Background: an optimization exercise with open tools, aiming at small area and a short achievable clock period. Do not read the settings as production practice. RTL that was checked went through simulation tests only; none was proved equivalent to the original. Power figures rest on the tool's default switching activity, not on a simulated workload.

## build 2
==> flow/design.v (excerpt) <==
module ALU_TOP #(parameter width = 16)
(
    input wire [width-1:0] A, B,
    input wire [3:0] ALU_FUN,
    input wire CLK, RST,
    output wire [(width*2)-1:0] Arith_OUT,
    output wire [width-1:0] Logic_OUT, CMP_OUT,
    output wire [width:0] SHIFT_OUT,
    output wire Carry_OUT, Arith_Flag, Logic_Flag, CMP_Flag, SHIFT_Flag
);
Size: ~2,500 cells after synthesis, ~120 I/O pins.
Settings: LEC_CHECK=0, ABC_AREA=1, ABC_CLOCK_PERIOD_IN_PS=90000, CAP_MARGIN=20, CORE_MARGIN=2, CORE_UTILIZATION=40, PLACE_DENSITY=0.75, SLEW_MARGIN=20; clock period 90.0 ns.
run.sh (not shown) runs the stock make flow with config.mk's settings and CLKGATE_MAP_FILE= SYNTH_SCRIPT=/design/flow/synth_recipe.tcl, a recipe that flattens the netlist after the stock synthesis.
Build 2 completed; timing, DRC and antenna clean
Edits applied to the flow inputs when going from build 2 to build 13:
==> flow/flow/run.sh (new file) <==
#!/bin/bash
# The standard layout (the standard.sh: ORFS synthesis through finish).
# The one change: every input and output port still gets its own buffer, but a
# plain sky130_fd_sc_hd__buf_1 instead of the delay cell buffer_ports picks by itself.
set -euo pipefail
export BUFFER_PORTS_ARGS="-buffer_cell sky130_fd_sc_hd__buf_1"
bash standard.sh > standard.log 2>&1
==> flow/standard.sh (new file) <==
#!/bin/bash
# synth_recipe.tcl (not shown) runs the flow's synth.tcl, then flattens the netlist and writes it again
# the make line also repeats each setting of config.mk as NAME=value (left out here)
make -C /OpenROAD-flow-scripts/flow DESIGN_CONFIG=/design/flow/config.mk WORK_HOME=/design/flow/orfs CLKGATE_MAP_FILE= SYNTH_SCRIPT=/design/flow/synth_recipe.tcl "${@:-finish}"
removed: flow/run.sh
==> run summary <==
Result: PASS for each of build 2 and build 13
Internal power summed over all cells (build 13 vs. build 2) decreases by a few percent
Sort build 2 and build 13 by post-route fraction of the period consumed by the critical path asc -> top: build 13
Design area, build 13 vs build 2: down by a few percent
Changes observed in build 13 relative to build 2: maximum net fanout on the critical path went up, detailed-route wire length went down.
Relative to build 2, synthesis-to-finish area growth has gone down in build 13.
In build 13 relative to build 2, power had gone down slightly.
## Diff of input files: build 20 against build 13
- CORE_UTILIZATION: 40 -> 55
--- outcome ---
Build 20 ended up with A[8] as its first element of the critical path; build 13 ended up with B[15]. Compare build 20 and build 13 | multi-input combinational area share lower: build 13. Changes observed in build 20 relative to build 13: filler-free cell count of the finished design decreased about 4.5%; critical path depth decreased about 5%; count of multi-input combinational gates essentially unchanged. In the tables for build 20 and build 13, layout overhead on the synthesized area reads lower with build 20. Build 20 against build 13: post-route minimum period saw an increase, via count saw an increase.


Starting RTL as in the previous note.
export LEC_CHECK = 0
export ABC_AREA = 1
export ABC_CLOCK_PERIOD_IN_PS = 90000
export CAP_MARGIN = 20
export CORE_MARGIN = 2
export CORE_UTILIZATION = 40
export CTS_BUF_LIST = sky130_fd_sc_hd__clkbuf_8
export CTS_CLUSTER_SIZE = 8
export PLACE_DENSITY = 0.75
export SLEW_MARGIN = 20
create_clock -name core_clock -period 90.0 [get_ports {CLK}]
standard.sh (not shown) runs the stock make flow with config.mk's settings and CLKGATE_MAP_FILE= SYNTH_SCRIPT=/design/flow/synth_recipe.tcl, a recipe that flattens the netlist after the stock synthesis.
==> flow/flow/run.sh <==
#!/bin/bash
# The standard layout (the standard.sh: ORFS synthesis through finish).
# The one change: every input and output port still gets its own buffer, but a
# plain sky130_fd_sc_hd__buf_1 instead of the delay cell buffer_ports picks by itself.
set -euo pipefail
export BUFFER_PORTS_ARGS="-buffer_cell sky130_fd_sc_hd__buf_1"
bash standard.sh > standard.log 2>&1
Then changed:
- CTS_BUF_LIST: sky130_fd_sc_hd__clkbuf_8 -> unset
- CTS_CLUSTER_SIZE: 8 -> unset
- PLACE_DENSITY: 0.75 -> 0.85
=> Power goes up by 2.5%. Design area goes up by 0.41%. Non-clock buffer count goes down by 1. Routed wire length goes up by 0.56%. Via count goes up by 2.8%. Sequential share of layout area barely changes. Utilization goes up by 0.18 points. Count of clock-buffer cells in the layout is unchanged. Synthesized cell count stays the same. Clock power goes up by 31%.


== the baseline ==
Another version of the RTL of ALU_TOP (not shown whole).
For scale: roughly 2,800 cells after synthesis, roughly 71 flip-flops, ~120 I/O pins, roughly 18,000 µm² of cells after synthesis.
==> flow/config.mk <==
export PLATFORM = sky130hd
export DESIGN_NAME = ALU_TOP
export DESIGN_NICKNAME = ALU_TOP
export VERILOG_FILES = /design/flow/design.v
export SDC_FILE = /design/flow/constraint.sdc
export NUM_CORES = 4
export LEC_CHECK = 0
export ABC_AREA = 1
export ABC_CLOCK_PERIOD_IN_PS = 90000
export CAP_MARGIN = 20
export CORE_MARGIN = 2
export CORE_UTILIZATION = 40
export PLACE_DENSITY = 0.75
export SLEW_MARGIN = 20
==> flow/constraint.sdc <==
create_clock -name core_clock -period 90.0 [get_ports {CLK}]
set_input_delay 18.0000 -clock core_clock [delete_from_list [all_inputs] [get_ports {CLK}]]
set_output_delay 18.0000 -clock core_clock [all_outputs]
set_load 0.01 [all_outputs]
Scripts as last shown in full above: flow/flow/run.sh
Edits applied to the flow inputs when going from the baseline to the candidate:
-- flow/config.mk --
<<< the baseline, line 12
export CORE_UTILIZATION = 40
export PLACE_DENSITY = 0.75
>>> the candidate, line 12
export CORE_UTILIZATION = 40
export CTS_BUF_LIST = sky130_fd_sc_hd__clkbuf_8
export CTS_CLUSTER_SIZE = 10
export PLACE_DENSITY = 0.75
[summary]
No stage failed in the candidate, and the final checks on the layout all came back clean.
| total negative setup slack | the candidate vs the baseline | ≈ equal |
[compare] base=the baseline new=the candidate: met2 layer wire length in the routed design has decreased; number of iterations in the first detailed-routing pass has remained practically unchanged.
No run of this note included a check of the RTL's function; only the layout flow was run.


## maple
ALU_TOP, a different RTL version from the one above (not shown whole).
Size: roughly 2700 cells after synthesis, roughly 120 I/O pins, ~17000 µm² of cells after synthesis.
clock: 90.0 ns
lec_check: 0
abc_area: 1
abc_clock_period_in_ps: 90000
cap_margin: 20
core_margin: 2
core_utilization: 40
slew_margin: 20
Scripts as last shown in full above: flow/flow/run.sh
maple: no failed stages, no open violations at the end
Here is what was changed in the inputs of harbor compared with maple.
--- a/flow/config.mk
+++ b/flow/config.mk
@@ -11,3 +11,6 @@
 export CORE_MARGIN = 2
 export CORE_UTILIZATION = 40
+export CTS_BUF_LIST = sky130_fd_sc_hd__clkbuf_8
+export CTS_CLUSTER_SIZE = 10
+export PLACE_DENSITY = 0.75
 export SLEW_MARGIN = 20
==> run summary <==
[compare] base=maple new=harbor: switching share of total power now sits lower; tap cell count now sits at about the same level; total power density per cell area now sits lower. Global-route usage: harbor < maple. Changes observed in harbor relative to maple: pin count of the biggest net entering global routing essentially unchanged; depth of the critical timing path with buffers and inverters included decreased 5; sequential cell power essentially unchanged; delay contributed by the slowest stage of the critical path decreased 90 ps. Comparing maple and harbor, the higher final period demand of the worst path was measured on maple. Re global-route wire length before repair: maple was higher than harbor.
Input-level comparison between indigo and harbor:
==> flow/run.sh (new file) <==
#!/bin/bash
# synth_recipe.tcl (not shown) runs the flow's synth.tcl, then flattens the netlist and writes it again
# the make line also repeats each setting of config.mk as NAME=value (left out here)
make -C /OpenROAD-flow-scripts/flow DESIGN_CONFIG=/design/flow/config.mk WORK_HOME=/design/flow/orfs CLKGATE_MAP_FILE= SYNTH_SCRIPT=/design/flow/synth_recipe.tcl finish
--- a/flow/config.mk
+++ b/flow/config.mk
@@ -11,6 +11,3 @@
 export CORE_MARGIN = 2
 export CORE_UTILIZATION = 40
-export CTS_BUF_LIST = sky130_fd_sc_hd__clkbuf_8
-export CTS_CLUSTER_SIZE = 10
-export PLACE_DENSITY = 0.75
 export SLEW_MARGIN = 20
removed: flow/flow/run.sh
removed: flow/standard.sh
## What came out
The sequential power was comparable across harbor and indigo.
Between harbor and indigo, final period demand of the worst path increased.
When indigo is measured against harbor, its post-route core utilization turns out 1.7 points higher.
Going from harbor to indigo, worst slew slack as a fraction of its limit saw an increase, global-route wire length before repair went up by 10000 µm, global routing usage summed across all routing layers went up by 3.3 points.
Going from harbor to indigo, least setup slack across all paths after layout down 960 ps; placed wire-length estimate after detailed placement increased 5300 µm; met3 wire length rose by about 7%.
indigo ended with more total wire length after detailed routing than harbor.
A launch point of the critical path of B[9] is what indigo shows, while B[15] belongs to harbor.
What indigo reported for total power draw has to be multiplied by 0.879 to get the figure for harbor.


== yarrow ==
Another version of the RTL of ALU_TOP (not shown whole).
Size in the first run: ~120 I/O pins.
clock: 90.0 ns
lec_check: 0
abc_area: 1
abc_clock_period_in_ps: 90000
cap_margin: 20
core_margin: 2
core_utilization: 40
place_density: 0.75
slew_margin: 20
run.sh (not shown) runs the stock make flow with config.mk's settings and CLKGATE_MAP_FILE= SYNTH_SCRIPT=/design/flow/synth_recipe.tcl, a recipe that flattens the netlist after the stock synthesis.
Stock flow here: none of the scripts above is used.
Here is what was changed in the inputs of onyx compared with yarrow.
- PLACE_DENSITY no longer set, was 0.75
==> flow/flow/run.sh (new file) <==
#!/bin/bash
# The standard layout (the standard.sh: ORFS synthesis through finish), with
# ORFS's timing repair asked for extra setup slack.  The clock period and the
# constraints are the design's; the margin only makes repair_timing work on the
# paths to the registers, which otherwise have slack to spare.
set -euo pipefail
export SETUP_SLACK_MARGIN=56
bash standard.sh > standard.log 2>&1
==> flow/standard.sh (new file) <==
#!/bin/bash
# synth_recipe.tcl (not shown) runs the flow's synth.tcl, then flattens the netlist and writes it again
# the make line also repeats each setting of config.mk as NAME=value (left out here)
make -C /OpenROAD-flow-scripts/flow DESIGN_CONFIG=/design/flow/config.mk WORK_HOME=/design/flow/orfs CLKGATE_MAP_FILE= SYNTH_SCRIPT=/design/flow/synth_recipe.tcl "${@:-finish}"
removed: flow/run.sh
Findings:
- onyx: all stages complete, timing, DRC and antenna checks passed
- yarrow reports its critical-path cell with the highest stage delay as sky130_fd_sc_hd__a21oi_1 while onyx reports sky130_fd_sc_hd__dlygate4sd2_1.
- Summary of onyx over yarrow: growth of design area from synthesis to finish climbed 19 points; portion of the clock cycle consumed by the worst path in the final layout went down by 3.4 points.
- Routed wire length (higher): onyx

[re-timing with driven ports]
No port has a modelled driver above. Below, the same layouts with a new extraction and two added sets of constraints.
Step 1 sets driving cells, clkbuf_16 on the clock port and buf_2 on the other inputs (assumed; they add their load-dependent delay and slew).
Step 2 adds t to the input delays and takes it off the output delays; t is the mean of the earliest and latest rising clock arrival at the registers after step 1. Input paths then give back, and output paths get back, about the clock's delay inside the block.
Slacks: ideal / step 1 / step 2; pairs: ideal / step 1.
| run | t (ns) | setup slack, ns | worst setup path at the end | worst data-port slew with drivers (ns) | pins driven straight from the clock port |
|---|---|---|---|---|---|
| build 2 | 0.406 | 53.368 / 53.356 / 52.950 | input to register | 0.06 | 1 |
| build 13 | 0.412 | 53.831 / 53.854 / 53.442 | input to register | 0.12 | 1 |
| build 20 | 0.378 | 53.387 / 53.407 / 53.029 | input to register | 0.07 | 1 |
| the first run of note 2 | 0.433 | 53.868 / 53.884 / 53.451 | input to register | 0.10 | 1 |
| the second run of note 2 | 0.394 | 53.880 / 53.897 / 53.503 | input to register | 0.10 | 1 |
| the baseline | 0.406 | 55.142 / 55.166 / 54.759 | input to register | 0.12 | 1 |
| the candidate | 0.442 | 55.091 / 55.109 / 54.667 | input to register | 0.12 | 1 |
| maple | 0.409 | 52.112 / 52.130 / 51.721 | input to register | 0.12 | 1 |
| harbor | 0.438 | 52.835 / 52.846 / 52.408 | input to register | 0.11 | 1 |
| indigo | 0.412 | 51.872 / 51.894 / 51.482 | input to register | 0.09 | 1 |
| yarrow | 0.430 | 53.512 / 53.542 / 53.112 | input to register | 0.15 | 1 |
| onyx | 0.417 | 56.559 / 56.581 / 56.164 | input to register | 0.11 | 1 |
After both steps every run listed still meets setup and hold. The setup slack of harbor, which loses most, moves by +0.011 ns with the drivers and by -0.427 ns with both steps.
